From an optimization exercise on the open Yosys and OpenROAD flow, aimed at small area, a short achievable clock period and few clock cycles per item; shortcuts taken in it are not production practice.

## oak
// DSP_CONV1D
module DSP_CONV1D #(
    parameter AXI_DATA_WIDTH = 32,
    parameter AXI_ADDR_WIDTH = 5,  
    parameter DSP_DATA_WIDTH = 32,
    parameter MAX_CONV_LEN = 256,
    parameter MAX_KERNEL_LEN = 32
)(
    input  s_axi_clk,
    input  s_axi_resetn,  
    input  [AXI_ADDR_WIDTH-1:0] s_axi_awaddr,
    input  s_axi_awvalid,
    output reg s_axi_awready,
    input  [AXI_DATA_WIDTH-1:0] s_axi_wdata,
    input  [AXI_DATA_WIDTH/8-1:0] s_axi_wstrb,
    input  s_axi_wvalid,
    output reg s_axi_wready,
    output reg  s_axi_bvalid,
    input  s_axi_bready,
    output reg [1:0] s_axi_bresp,
    input  [AXI_ADDR_WIDTH-1:0] s_axi_araddr,
    input  s_axi_arvalid,
    output reg s_axi_arready,
    output reg [AXI_DATA_WIDTH-1:0] s_axi_rdata,
    output reg [1:0] s_axi_rresp,
    output reg s_axi_rvalid,
    input  s_axi_rready,
    output interrupt_o,
    output reg [DSP_DATA_WIDTH-1:0] dsp_mem_addr_o,
    input  [DSP_DATA_WIDTH-1:0] dsp_mem_rdata_i,
    output reg dsp_mem_req_o,
    input  dsp_mem_ack_i,
    output reg dsp_mem_we_o,
    output reg [DSP_DATA_WIDTH-1:0] dsp_mem_wdata_o
);
Size: ~1000 flip-flops, roughly 56000 um^2 of cells after synthesis.
clock: 9.0 ns
lec_check: 0
abc_clock_period_in_ps: 3000
cap_margin: 20
core_margin: 2
core_utilization: 40
slew_margin: 20
standard.sh (not shown) runs the stock make flow with config.mk's settings and CLKGATE_MAP_FILE= SYNTH_SCRIPT=/design/flow/synth_recipe.tcl, a recipe that flattens the netlist after the stock synthesis.
==> flow/flow/run.sh <==
#!/bin/bash
set -euo pipefail
bash standard.sh SETUP_SLACK_MARGIN=6 "BUFFER_PORTS_ARGS=-buffer_cell sky130_fd_sc_hd__buf_4" finish > standard_finish.log 2>&1
Edits applied to the flow inputs when going from oak to pine:
diff --git a/flow/design.v b/flow/design.v
--- a/flow/design.v
+++ b/flow/design.v
@@ -338,34 +338,34 @@
         else if (do_w) w_idx <= w_idx + 9'd1;
     end
     reg st_kload, st_run, st_flush, st_drain;
     reg [5:0]    c_tap;
     reg [LP-1:0] c_slot;
     reg [8:0]    c_nblk;
     reg          c_first;    
     reg          t0, tl, s0, sl;    
-    reg [31:0] k_q;          
+    reg [47:0] ksel_q;       
     reg [31:0] dl [0:P-2];   
     wire need_f = t0 || s0 || sl;
     wire wr_op  = t0 && !c_first;
     wire iss_run = st_run && (!need_f || f_avail_q) && (!wr_op || wcredit_q);
     wire flush_wr = small_q ? ({1'b0, c_slot} <= nm1_q[LP:0]) : (c_slot >= skip_q);
     wire iss_flush = st_flush && (!flush_wr || wcredit_q);
     wire iss_kload = st_kload && f_avail_q;
     assign f_pop = iss_kload || (iss_run && need_f);
     assign w0_n = (iss_run && wr_op) || (iss_flush && flush_wr);
     wire [31:0] x_in = (t0 || sl) ? f_head : dl[0];
     wire [47:0] ksel_w;
-    conv_booth_enc u_enc (.k(k_q), .sel(ksel_w));
+    conv_booth_enc u_enc (.k(f_head), .sel(ksel_w));
     wire drained = !v0 && !v1 && !wq_ne_q && !dsp_mem_req_o;
     assign finish_w = st_drain && drained;
     integer di;
     always @(posedge s_axi_clk) begin
-        if (iss_kload || (iss_run && s0 && !t0)) k_q <= f_head;
+        if (iss_kload || (iss_run && s0 && !t0)) ksel_q <= ksel_w;
         if (iss_run) begin
             for (di = 0; di < P-2; di = di + 1) dl[di] <= dl[di+1];
             dl[P-2] <= x_in;
         end
     end
     always @(posedge s_axi_clk or negedge s_axi_resetn) begin
         if (!s_axi_resetn) begin
             st_kload <= 1'b0; st_run <= 1'b0; st_flush <= 1'b0; st_drain <= 1'b0;
@@ -413,17 +413,17 @@
                 st_flush <= 1'b0;
                 st_drain <= 1'b1;
             end
             if (finish_w) st_drain <= 1'b0;
         end
     end
     wire [R*32-1:0] rows_w;
     reg  [R*32-1:0] rows_q;
-    conv_mul_s1 u_s1 (.x(dl[P-2]), .sel(ksel_w), .rows(rows_w));
+    conv_mul_s1 u_s1 (.x(dl[P-2]), .sel(ksel_q), .rows(rows_w));
     always @(posedge s_axi_clk) rows_q <= rows_w;
     reg  [31:0] ring [0:P-2];
     reg  [31:0] rcs0, rcs1;
     wire [31:0] acc_in = f1 ? 32'd0 : ring[0];
     wire [31:0] q0_w, q1_w;
     conv_mul_s2 u_s2 (.rows(rows_q), .acc(acc_in), .q0(q0_w), .q1(q1_w));
     integer ri;
     always @(posedge s_axi_clk) begin
Results
Taking oak as the reference, in pine post-cts resize count decreased 198; area of the die saw a decrease; synthesis-to-finish area growth shrank by 3.1 points. Looking only at sequential share of layout area, and setting everything else aside, the lower value of pine and oak goes to oak. Delta (pine minus oak): routed wire length decreased by about 22% relative to the old numbers; total area of multi-input combinational cells decreased by 20% relative to the old numbers.
No functional check of the RTL was part of any run of this note.

========
Another version of the RTL of DSP_CONV1D (not shown whole).
Size in the first run: roughly 1700 flip-flops, ~190 I/O pins, ~85000 um2 of cells after synthesis.
Settings: LEC_CHECK=0, ABC_CLOCK_PERIOD_IN_PS=3000, CAP_MARGIN=20, CORE_MARGIN=2, CORE_UTILIZATION=40, SLEW_MARGIN=20; clock period 9.0 ns.
==> flow/flow/run.sh <==
#!/bin/bash
set -euo pipefail
bash standard.sh SETUP_SLACK_MARGIN=5.8 "BUFFER_PORTS_ARGS=-buffer_cell sky130_fd_sc_hd__buf_4" finish > standard_finish.log 2>&1
Rerun with:
--- a/flow/design.v
+++ b/flow/design.v
@@ -26,26 +26,26 @@
     input  s_axi_rready,
     output interrupt_o,
     output reg [DSP_DATA_WIDTH-1:0] dsp_mem_addr_o,
     input  [DSP_DATA_WIDTH-1:0] dsp_mem_rdata_i,
     output reg dsp_mem_req_o,
     input  dsp_mem_ack_i,
     output reg dsp_mem_we_o,
     output reg [DSP_DATA_WIDTH-1:0] dsp_mem_wdata_o
 );
     localparam P   = 8;    
     localparam R   = 4;    
     localparam CSR = 3;    
-    localparam FD  = 3;    
-    localparam WQD = 6;    
+    localparam FD  = 2;    
+    localparam WQD = 8;    
     localparam CTRL_REG_ADDR          = 5'h00;
     localparam STATUS_REG_ADDR        = 5'h04;
     localparam DATA_IN_ADDR_REG_ADDR  = 5'h08;
     localparam KERNEL_ADDR_REG_ADDR   = 5'h0C;
     localparam DATA_OUT_ADDR_REG_ADDR = 5'h10;
     localparam DATA_LEN_REG_ADDR      = 5'h14;
     localparam KERNEL_LEN_REG_ADDR    = 5'h18;
     reg interrupt_enable_r;
     reg busy_r;
     reg done_r;
     reg error_r;
     reg [31:0] data_in_addr_r;
What happened: The changed run finished with timing, DRC and antenna clean. Non-clock buffer count goes up by 49. Synthesized cell count goes down by 2.3%. Setup slack hardly moves. Routed wire length goes up by 1.8%. Sequential share of layout area goes down by 0.37 points. First-iteration DRC count goes down by 5.4%. Utilization goes up by 0.65 points. Fmax hardly moves. Cell area goes up by 2.7%. Worst hold slack is worse by 0.032 ns. Sequential cell count goes up by 28. Global-route usage barely changes. Synthesized area goes up by 1.5%.
Function was not checked in any run of this note: the RTL went through the layout flow alone.

========
Another version of the RTL of DSP_CONV1D (not shown whole).
For scale: about 6900 cells after synthesis, roughly 190 I/O pins, roughly 0.089 sq mm of cells after synthesis.
Settings: LEC_CHECK=0, ABC_CLOCK_PERIOD_IN_PS=3000, CAP_MARGIN=20, CORE_MARGIN=2, CORE_UTILIZATION=40, SLEW_MARGIN=20; clock period 9.0 ns.
Scripts as last shown in full above: flow/flow/run.sh
The baseline ran to the end with no violations.
Then changed:
--- a/flow/design.v
+++ b/flow/design.v
@@ -350,46 +350,47 @@
                     end
                 end
             endcase
         end
     end
     wire m_free = !dsp_mem_req_o || dsp_mem_ack_i;
     reg  kq_room_q;        
     assign want_r = r_act && ((r_ph == 2'd2) ? (f_roomy_q || f_pop) : (kq_room_q && !r_kfake));
     wire r_poss = r_act && ((r_ph == 2'd2) ? f_roomy_q : (kq_room_q && !r_kfake));
     wire wsel = wq_ne_q && (!r_poss || wq_cnt >= WQD - 1);
     assign do_w = m_free && wsel;
     assign do_r = m_free && !wsel && want_r;
+    reg [8:0]  w_idx;      
     wire [31:0] kaddr_w = kernel_addr_r + {26'd0, r_kidx};
     wire [31:0] xaddr_w = data_in_addr_r + {23'd0, rx_idx};
     wire [31:0] raddr_w = (r_ph != 2'd2) ? kaddr_w : xaddr_w;
-    reg  [31:0] waddr_q;    
-    wire [31:0] addr_nx = wsel ? waddr_q : raddr_w;
+    wire [31:0] waddr_w = data_out_addr_r + {23'd0, w_idx};
+    wire [31:0] addr_nx = wsel ? waddr_w : raddr_w;
     always @(posedge s_axi_clk or negedge s_axi_resetn) begin
         if (!s_axi_resetn) begin
             dsp_mem_req_o <= 1'b0;
             dsp_mem_we_o  <= 1'b0;
         end else if (m_free) begin
             dsp_mem_req_o <= wq_ne_q || want_r;
             dsp_mem_we_o  <= wsel;
         end
     end
     always @(posedge s_axi_clk) begin
         if (m_free) begin
             dsp_mem_addr_o  <= addr_nx;
             dsp_mem_wdata_o <= wq[wq_rp];
             cur_dst <= (wsel || r_ph == 2'd2) ? 2'd0 : {r_ph[0], !r_ph[0]};
         end
-        if (start_q) waddr_q <= data_out_addr_r;
-        else if (do_w) waddr_q <= waddr_q + 32'd1;
+        if (start_q) w_idx <= 9'd0;
+        else if (do_w) w_idx <= w_idx + 9'd1;
     end
     wire k_push = dsp_mem_req_o && dsp_mem_ack_i && !dsp_mem_we_o && (cur_dst != 2'd0);
     wire k_fake = r_act && r_kfake && (kq_res != 2'd2);
     wire k_res  = (do_r && r_ph != 2'd2) || k_fake;
     always @(posedge s_axi_clk) begin
         if (k_push && cur_dst == 2'd1) kq0 <= dsp_mem_rdata_i;
         if (k_push && cur_dst == 2'd2) kq1 <= dsp_mem_rdata_i;
         if (k_fake) kq1 <= 32'd0;
     end
     always @(posedge s_axi_clk or negedge s_axi_resetn) begin
         if (!s_axi_resetn) begin
             kq0_v <= 1'b0; kq1_v <= 1'b0; kq_res <= 2'd0; kq_room_q <= 1'b1;
After rerunning: Final cell count decreases by about 2%; worst setup slack is worse by 0.026 ns; hold slack is about the same; clock-buffer cell count increases by 12; die area decreases by 0.77%; synthesized area decreases by 0.78%; wire length decreases by about 2%; sequential cell count decreases by 23; final area decreases by about 0.6%.
Function was not checked in any run of this note: the RTL went through the layout flow alone.

========
DSP_CONV1D, a different RTL version from the one above (not shown whole).
For scale: roughly 990 flip-flops, ~190 I/O pins, ~50000 µm² of cells after synthesis.
==> flow/design.v (excerpt) <==
module DSP_CONV1D #(
    parameter AXI_DATA_WIDTH = 32,
    parameter AXI_ADDR_WIDTH = 5,  
    parameter DSP_DATA_WIDTH = 32,
    parameter MAX_CONV_LEN = 256,
    parameter MAX_KERNEL_LEN = 32
)(
    input  s_axi_clk,
    input  s_axi_resetn,  
    input  [AXI_ADDR_WIDTH-1:0] s_axi_awaddr,
    input  s_axi_awvalid,
    output reg s_axi_awready,
    input  [AXI_DATA_WIDTH-1:0] s_axi_wdata,
    input  [AXI_DATA_WIDTH/8-1:0] s_axi_wstrb,
    input  s_axi_wvalid,
    output reg s_axi_wready,
    output reg  s_axi_bvalid,
    input  s_axi_bready,
    output reg [1:0] s_axi_bresp,
    input  [AXI_ADDR_WIDTH-1:0] s_axi_araddr,
    input  s_axi_arvalid,
    output reg s_axi_arready,
    output reg [AXI_DATA_WIDTH-1:0] s_axi_rdata,
    output reg [1:0] s_axi_rresp,
    output reg s_axi_rvalid,
    input  s_axi_rready,
    output interrupt_o,
    output reg [DSP_DATA_WIDTH-1:0] dsp_mem_addr_o,
    input  [DSP_DATA_WIDTH-1:0] dsp_mem_rdata_i,
    output reg dsp_mem_req_o,
    input  dsp_mem_ack_i,
    output reg dsp_mem_we_o,
    output reg [DSP_DATA_WIDTH-1:0] dsp_mem_wdata_o
);
    localparam P   = 4;    
    localparam LP  = 2;    
    localparam R   = 4;    
    localparam FD  = 3;    
    localparam WQD = 2;    
  ...
Settings: LEC_CHECK=0, ABC_CLOCK_PERIOD_IN_PS=3000, CAP_MARGIN=20, CORE_MARGIN=2, CORE_UTILIZATION=40, SETUP_SLACK_MARGIN=5, SLEW_MARGIN=20; clock period 9.0 ns.
run.sh (not shown) runs the stock make flow with config.mk's settings and CLKGATE_MAP_FILE= SYNTH_SCRIPT=/design/flow/synth_recipe.tcl, a recipe that flattens the netlist after the stock synthesis.
Stock flow here: none of the scripts above is used.
Next try:
--- a/flow/design.v
+++ b/flow/design.v
@@ -254,33 +254,40 @@
             wcredit_q <= (w_pend_n < WQD);
         end
     end
     reg        r_act;      
     reg        r_k;        
     reg [LP:0] r_fill;     
     reg [5:0]  r_kidx;     
     reg [8:0]  r_nblk;     
     reg [7:0]  r_i;        
     reg [8:0]  rx_idx;     
+    reg [31:0] raddr_q;    
+    reg        rv_q;       
     wire [7:0] r_inext = (r_nblk == 9'd2) ? lasti_q : r_i + P;
     wire r_grpend = (r_fill == 1);
     wire r_blkend = r_grpend && (r_kidx == kl_q);
-    wire r_gen = do_r;
+    wire r_gen = r_act && (!rv_q || do_r);
+    wire [31:0] r_addr = (r_k ? kernel_addr_r : data_in_addr_r) + (r_k ? {26'd0, r_kidx} : {23'd0, rx_idx});
     always @(posedge s_axi_clk or negedge s_axi_resetn) begin
         if (!s_axi_resetn) begin
             r_act <= 1'b0;
+            rv_q  <= 1'b0;
         end else begin
             if (start_q) r_act <= 1'b1;
             else if (r_gen && !r_k && r_blkend && r_nblk == 9'd1) r_act <= 1'b0;
+            if (r_gen) rv_q <= 1'b1;
+            else if (do_r) rv_q <= 1'b0;
         end
     end
     always @(posedge s_axi_clk) begin
+        if (r_gen) raddr_q <= r_addr;
         if (start_q) begin
             r_k     <= 1'b1;
             r_kidx  <= 6'd0;
             r_nblk  <= nblk_q;
             r_i     <= 8'd0;
             rx_idx  <= 9'd0;
         end else if (r_gen) begin
             if (r_k) begin
                 r_kidx  <= r_kidx + 6'd1;
                 r_k     <= 1'b0;
@@ -292,42 +299,40 @@
                 if (r_blkend) begin                  
                     r_kidx  <= 6'd0;
                     r_nblk  <= r_nblk - 9'd1;
                     r_i     <= r_inext;
                     rx_idx  <= {1'b0, r_inext};
                 end
             end
         end
     end
     wire m_free = !dsp_mem_req_o || dsp_mem_ack_i;
-    wire want_r = r_act && (f_roomy_q || f_pop);
+    wire want_r = rv_q && (f_roomy_q || f_pop);
     assign do_w = m_free && wq_ne_q;
     assign do_r = m_free && !wq_ne_q && want_r;
-    reg [8:0]  w_idx;      
-    wire [31:0] base_sel = wq_ne_q ? data_out_addr_r : (r_k ? kernel_addr_r : data_in_addr_r);
-    wire [8:0]  idx_sel  = wq_ne_q ? w_idx : (r_k ? {3'b0, r_kidx} : rx_idx);
+    reg [31:0] waddr_q;    
     always @(posedge s_axi_clk or negedge s_axi_resetn) begin
         if (!s_axi_resetn) begin
             dsp_mem_req_o <= 1'b0;
             dsp_mem_we_o  <= 1'b0;
         end else if (m_free) begin
             dsp_mem_req_o <= wq_ne_q || want_r;
             dsp_mem_we_o  <= wq_ne_q;
         end
     end
     always @(posedge s_axi_clk) begin
         if (m_free) begin
-            dsp_mem_addr_o  <= base_sel + {23'd0, idx_sel};
+            dsp_mem_addr_o  <= wq_ne_q ? waddr_q : raddr_q;
             dsp_mem_wdata_o <= wq[wq_rp];
         end
-        if (start_q) w_idx <= 9'd0;
-        else if (do_w) w_idx <= w_idx + 9'd1;
+        if (start_q) waddr_q <= data_out_addr_r;
+        else if (do_w) waddr_q <= waddr_q + 32'd1;
     end
     reg st_kload, st_run, st_flush, st_drain;
     reg [5:0]    c_tap;
     reg [LP-1:0] c_slot;
     reg [8:0]    c_nblk;
     reg          c_first;    
     reg          t0, tl, s0, sl;    
     reg [31:0] a_q;          
     reg [47:0] ksel_q;       
     reg [31:0] dl [0:P-2];   
Result:
- synthesized cell count rises by 4.4%
- routed wire length rises by 8.5%
- worst hold slack gets worse by 0.037 ns
- die area rose by 5.1%
- synthesized area went up by 5.1%
- non-clock buffer count went down by 2
- flip-flop and latch count went up by 56
- utilization is about the same
- cell area rose by 4.8%
- first-iteration DRC count goes up by 28%
Function was not checked in any run of this note: the RTL went through the layout flow alone.

what the ideal ports hide:
The results above use ideal ports. As a check the final layouts listed here were re-extracted and re-timed, cells and wires unchanged.
Step 1 (the two cells are an assumption about what drives the block):
set clk [get_ports {s_axi_clk}]
set_driving_cell -lib_cell sky130_fd_sc_hd__clkbuf_16 $clk
set_driving_cell -lib_cell sky130_fd_sc_hd__buf_2 [delete_from_list [all_inputs] $clk]
Step 2 moves the port delays by t, midway between the first and last clock arrival at a register: inputs arrive t later, outputs are due t later. That takes back most of the time a late clock gives input paths.
Three values: ideal ports, drivers, drivers and shift; two values: the first two.
| run | t, ns | setup WS [ns] | worst setup path at the end |
|---|---|---|---|
| oak | 0.794 | 5.699 / 5.699 / 5.262 | input to register |
| pine | 0.776 | 5.845 / 5.775 / 5.274 | input to register |
| the first run of note 2 | 0.907 | 5.675 / 5.585 / 5.029 | input to register |
| the second run of note 2 | 0.917 | 5.673 / 5.578 / 4.832 | input to register |
| the first run of note 3 | 0.914 | 5.637 / 5.580 / 5.093 | input to register |
| the second run of note 3 | 0.922 | 5.611 / 5.518 / 5.069 | input to register |
| the first run of note 4 | 0.757 | 5.031 / 5.065 / 4.308 | input to register |
| the second run of note 4 | 0.800 | 5.130 / 5.067 / 4.395 | input to register |
After both steps every run listed still meets setup and hold. For the second run of note 2, which loses most, drivers alone change the setup slack by -0.095 ns; drivers and shift together by -0.841 ns.
